This design comes from an exercise in tuning for small area and a short achievable clock period on the open sky130 flow, not from production work.

==> job 1556 <==
// alu_top
module alu_top (
    input clk,
    input [16-1:0] a,
    input [16-1:0] b,
    input [3:0] sel,
    output reg [16-1:0] y,
    output reg carry
);
clock: 27.0 ns
lec_check: 0
abc_area: 1
cap_margin: 20
core_margin: 2
core_utilization: 55
slew_margin: 20
synth_hierarchical: 1
standard.sh (not shown) runs the stock make flow with config.mk's settings and CLKGATE_MAP_FILE= SYNTH_SCRIPT=/design/flow/synth_recipe.tcl, a recipe that flattens the netlist after the stock synthesis.
==> flow/flow/run.sh <==
#!/bin/bash
# Standard ORFS layout (standard.sh: unchanged synthesis, steps and SDC) with
# a larger setup slack margin for the repair steps.  At the design's 27 ns
# period every path already has slack, so without a margin the repair steps
# do nothing; with MARGIN ns they shorten every path longer than 27 - MARGIN.
set -euo pipefail
MARGIN=16.5
bash standard.sh SETUP_SLACK_MARGIN=$MARGIN  finish > standard.log 2>&1
==> inputs of job 6165, as changes to job 1556 <==
--- a/flow/design.v
+++ b/flow/design.v
@@ -98,75 +98,12 @@
   wire q10 = ~|b[15:6] & ~c10[6];
   wire [5:0] r10 = q10 ? d10[5:0] : t10;
   assign r = r10;
   assign q = {q15, q14, q13, q12, q11, q10};
 endmodule
-module div_post (input [2:0] a, input [15:0] b, input [12:0] rin, output [2:0] q);
-  wire [13:0] t2 = {rin, a[2]};
-  wire [13:0] p2 = ~(t2 ^ b[13:0]);
-  wire [14:0] c2;
-  wire G2_0 = p2[0] ? 1'b0 : b[0];
-  wire G2_1 = p2[2] ? b[1] : b[2];
-  wire P2_1 = p2[2] & p2[1];
-  wire G2_2 = p2[4] ? b[3] : b[4];
-  wire P2_2 = p2[4] & p2[3];
-  wire G2_3 = p2[6] ? b[5] : b[6];
-  wire P2_3 = p2[6] & p2[5];
-  wire G2_4 = p2[8] ? b[7] : b[8];
-  wire P2_4 = p2[8] & p2[7];
-  wire G2_5 = p2[10] ? b[9] : b[10];
-  wire P2_5 = p2[10] & p2[9];
-  wire G2_6 = p2[12] ? b[11] : b[12];
-  wire P2_6 = p2[12] & p2[11];
-  wire G2_7 = p2[1] ? G2_0 : b[1];
-  wire G2_8 = P2_1 ? G2_0 : G2_1;
-  wire G2_9 = p2[5] ? G2_2 : b[5];
-  wire P2_9 = p2[5] & P2_2;
-  wire G2_10 = P2_3 ? G2_2 : G2_3;
-  wire P2_10 = P2_3 & P2_2;
-  wire G2_11 = p2[9] ? G2_4 : b[9];
-  wire P2_11 = p2[9] & P2_4;
-  wire G2_12 = P2_5 ? G2_4 : G2_5;
-  wire P2_12 = P2_5 & P2_4;
-  wire G2_13 = p2[13] ? G2_6 : b[13];
-  wire P2_13 = p2[13] & P2_6;
-  wire G2_14 = p2[3] ? G2_8 : b[3];
-  wire G2_15 = P2_2 ? G2_8 : G2_2;
-  wire G2_16 = P2_9 ? G2_8 : G2_9;
-  wire G2_17 = P2_10 ? G2_8 : G2_10;
-  wire G2_18 = p2[11] ? G2_12 : b[11];
-  wire P2_18 = p2[11] & P2_12;
-  wire G2_19 = P2_6 ? G2_12 : G2_6;
-  wire P2_19 = P2_6 & P2_12;
-  wire G2_20 = P2_13 ? G2_12 : G2_13;
-  wire P2_20 = P2_13 & P2_12;
-  wire G2_21 = p2[7] ? G2_17 : b[7];
-  wire G2_22 = P2_4 ? G2_17 : G2_4;
-  wire G2_23 = P2_11 ? G2_17 : G2_11;
-  wire G2_24 = P2_12 ? G2_17 : G2_12;
-  wire G2_25 = P2_18 ? G2_17 : G2_18;
-  wire G2_26 = P2_19 ? G2_17 : G2_19;
-  wire G2_27 = P2_20 ? G2_17 : G2_20;
-  assign c2[0] = 1'b0;
-  assign c2[1] = G2_0;
-  assign c2[2] = G2_7;
-  assign c2[3] = G2_8;
-  assign c2[4] = G2_14;
-  assign c2[5] = G2_15;
-  assign c2[6] = G2_16;
-  assign c2[7] = G2_17;
-  assign c2[8] = G2_21;
-  assign c2[9] = G2_22;
-  assign c2[10] = G2_23;
-  assign c2[11] = G2_24;
-  assign c2[12] = G2_25;
-  assign c2[13] = G2_26;
-  assign c2[14] = G2_27;
-  wire [13:0] d2 = ~p2 ^ c2[13:0];
-  wire q2 = ~|b[15:14] & ~c2[14];
-  wire [13:0] r2 = q2 ? d2[13:0] : t2;
-  wire [14:0] t1 = {r2, a[1]};
+module div_post (input [1:0] a, input [15:0] b, input [13:0] rin, output [1:0] q);
+  wire [14:0] t1 = {rin, a[1]};
   wire [14:0] p1 = ~(t1 ^ b[14:0]);
   wire [15:0] c1;
   wire G1_0 = p1[0] ? 1'b0 : b[0];
   wire G1_1 = p1[2] ? b[1] : b[2];
   wire P1_1 = p1[2] & p1[1];
@@ -305,11 +242,11 @@
   assign c0[14] = G0_30;
   assign c0[15] = G0_31;
   assign c0[16] = G0_32;
   wire [15:0] d0 = ~p0 ^ c0[15:0];
   wire q0 = 1'b1 & ~c0[16];
-  assign q = {q2, q1, q0};
+  assign q = {q1, q0};
 endmodule
 module alu_top (
     input clk,
     input [16-1:0] a,
     input [16-1:0] b,
@@ -596,12 +533,63 @@
   assign c3[12] = G3_20;
   assign c3[13] = G3_14;
   wire [12:0] d3 = ~p3 ^ c3[12:0];
   wire q3 = ~|s1_b[15:13] & ~c3[13];
   wire [12:0] r3 = q3 ? d3[12:0] : t3;
-  wire [12:0] rb = r3;
-  wire [9:3] qb = {q9, q8, q7, q6, q5, q4, q3};
+  wire [13:0] t2 = {r3, s1_a[2]};
+  wire [13:0] p2 = ~(t2 ^ s1_b[13:0]);
+  wire [14:0] c2;
+  wire G2_0 = p2[0] ? 1'b0 : s1_b[0];
+  wire G2_1 = p2[2] ? s1_b[1] : s1_b[2];
+  wire P2_1 = p2[2] & p2[1];
+  wire G2_2 = p2[4] ? s1_b[3] : s1_b[4];
+  wire P2_2 = p2[4] & p2[3];
+  wire G2_3 = p2[6] ? s1_b[5] : s1_b[6];
+  wire P2_3 = p2[6] & p2[5];
+  wire G2_4 = p2[8] ? s1_b[7] : s1_b[8];
+  wire P2_4 = p2[8] & p2[7];
+  wire G2_5 = p2[10] ? s1_b[9] : s1_b[10];
+  wire P2_5 = p2[10] & p2[9];
+  wire G2_6 = p2[12] ? s1_b[11] : s1_b[12];
+  wire P2_6 = p2[12] & p2[11];
+  wire G2_7 = P2_1 ? G2_0 : G2_1;
+  wire G2_8 = P2_3 ? G2_2 : G2_3;
+  wire P2_8 = P2_3 & P2_2;
+  wire G2_9 = P2_5 ? G2_4 : G2_5;
+  wire P2_9 = P2_5 & P2_4;
+  wire G2_10 = P2_8 ? G2_7 : G2_8;
+  wire G2_11 = P2_9 ? G2_10 : G2_9;
+  wire G2_12 = P2_2 ? G2_7 : G2_2;
+  wire G2_13 = P2_4 ? G2_10 : G2_4;
+  wire G2_14 = P2_6 ? G2_11 : G2_6;
+  wire G2_15 = p2[1] ? G2_0 : s1_b[1];
+  wire G2_16 = p2[3] ? G2_7 : s1_b[3];
+  wire G2_17 = p2[5] ? G2_12 : s1_b[5];
+  wire G2_18 = p2[7] ? G2_10 : s1_b[7];
+  wire G2_19 = p2[9] ? G2_13 : s1_b[9];
+  wire G2_20 = p2[11] ? G2_11 : s1_b[11];
+  wire G2_21 = p2[13] ? G2_14 : s1_b[13];
+  assign c2[0] = 1'b0;
+  assign c2[1] = G2_0;
+  assign c2[2] = G2_15;
+  assign c2[3] = G2_7;
+  assign c2[4] = G2_16;
+  assign c2[5] = G2_12;
+  assign c2[6] = G2_17;
+  assign c2[7] = G2_10;
+  assign c2[8] = G2_18;
+  assign c2[9] = G2_13;
+  assign c2[10] = G2_19;
+  assign c2[11] = G2_11;
+  assign c2[12] = G2_20;
+  assign c2[13] = G2_14;
+  assign c2[14] = G2_21;
+  wire [13:0] d2 = ~p2 ^ c2[13:0];
+  wire q2 = ~|s1_b[15:14] & ~c2[14];
+  wire [13:0] r2 = q2 ? d2[13:0] : t2;
+  wire [13:0] rb = r2;
+  wire [9:2] qb = {q9, q8, q7, q6, q5, q4, q3, q2};
   wire [15:0] o;
   wire co;
   wire [16:0] sc, dc; wire [16:0] sum; wire [15:0] dif;
   assign sc[0] = 1'b0; assign dc[0] = 1'b1;
   genvar k;
@@ -1022,21 +1010,21 @@
   wire [15:0] sh = ({16{s_shl}} & {s1_a[14:0], 1'b0}) | ({16{s_shr}} & {1'b0, s1_a[15:1]})
                  | ({16{s_rl}} & {8'b0, s1_a[6:0], s1_a[7]}) | ({16{s_rr}} & {8'b0, s1_a[0], s1_a[7:1]});
   assign o = ({16{s_add}} & sum[15:0]) | ({16{s_sub}} & dif) | ({16{s_mul}} & prod) | sh | lo;
   wire isdiv = s1_sel == 4'b0011;
   reg [15:0] s2_m;         
-  reg [12:0] s2_r;
-  reg [2:0] s2_a;
+  reg [13:0] s2_r;
+  reg [1:0] s2_a;
   reg [15:0] s2_b;
   reg s2_div;
   always @(posedge clk) begin
-    s2_m <= isdiv ? {s1_q, qb, o[2:0]} : o;
+    s2_m <= isdiv ? {s1_q, qb, o[1:0]} : o;
     s2_r <= rb;
-    s2_a <= s1_a[2:0];
+    s2_a <= s1_a[1:0];
     s2_b <= s1_b;
     s2_div <= isdiv;
     carry <= co;
   end
-  wire [2:0] qc;
+  wire [1:0] qc;
   div_post u_post (.a(s2_a), .b(s2_b), .rin(s2_r), .q(qc));
-  always @* y = {s2_m[15:3], s2_div ? qc : s2_m[2:0]};
+  always @* y = {s2_m[15:2], s2_div ? qc : s2_m[1:0]};
 endmodule
==> results.cfg <==
[place]
dp_slack_ps = 17110
place_area_sq_um = 17360

[outcome]
outcome = no timing/DRC/antenna violations

[power]
p_int_uw = 468.1
p_per_area_nw_per_um2 = 50.44

[worst_setup_path]
crit_path_max_incr_delay_ps = 470

[final_layout]
multi_input_area_sq_um = 12540

[floorplan]
core_sq_um = 29800

[route]
vias = 16544

[clocking]
insertion_delay_ps = 380
Source of the figures above: job 1556

==> results.cfg <==
[place]
place_area_sq_um = 16960

[route]
viasPerCell = 5.342
dr_wl_met3_um = 3186
vias = 16064

[logic_synthesis]
yosysTopAreaCell = nand2_1
synth.area.mux_share_pct = 0.1379

[final_layout]
multi_input_area_sq_um = 12120

[global_routing]
antenna_found_initial = 0
grt_util_met3_pct = 4.113

[outcome]
outcome = no timing/DRC/antenna violations

[power]
p_per_area_nw_per_um2 = 50.03

[clocking]
insertion_delay_ps = 360

[sta]
rsz0062_at_grt = false

[floorplan]
core_sq_um = 29480

[worst_setup_path]
crit_path_max_incr_delay_ps = 310
Source of the figures above: job 6165

Function was not checked in any run of this note: the RTL went through the layout flow alone.

-- re-timing with driven ports --
How much do the figures lean on ideal ports? The routed layouts below were timed once more, with nothing changed but the port constraints.
Step 1 assumes that a clkbuf_16 drives the clock port and a buf_2 every other input.
Step 2, shift: input delay + t, output delay - t, t = (earliest + latest rising clock arrival at the registers) / 2. This alone moves slack from input paths to output paths.
Three values: no drivers, after step 1, after step 2; two values: the first two.
run | t, ns | setup WS [ns] | hold slack, ns
job 1556 | 0.425 | 16.843 / 16.785 / 17.211 | 0.458 / 0.458 / 0.458
job 6165 | 0.413 | 17.403 / 17.403 / 17.187 | 0.498 / 0.498 / 0.498
After both steps setup and hold are still met in every run listed. The setup slack of job 6165, which loses most, moves by 0.000 ns with the drivers and by -0.216 ns with both steps.
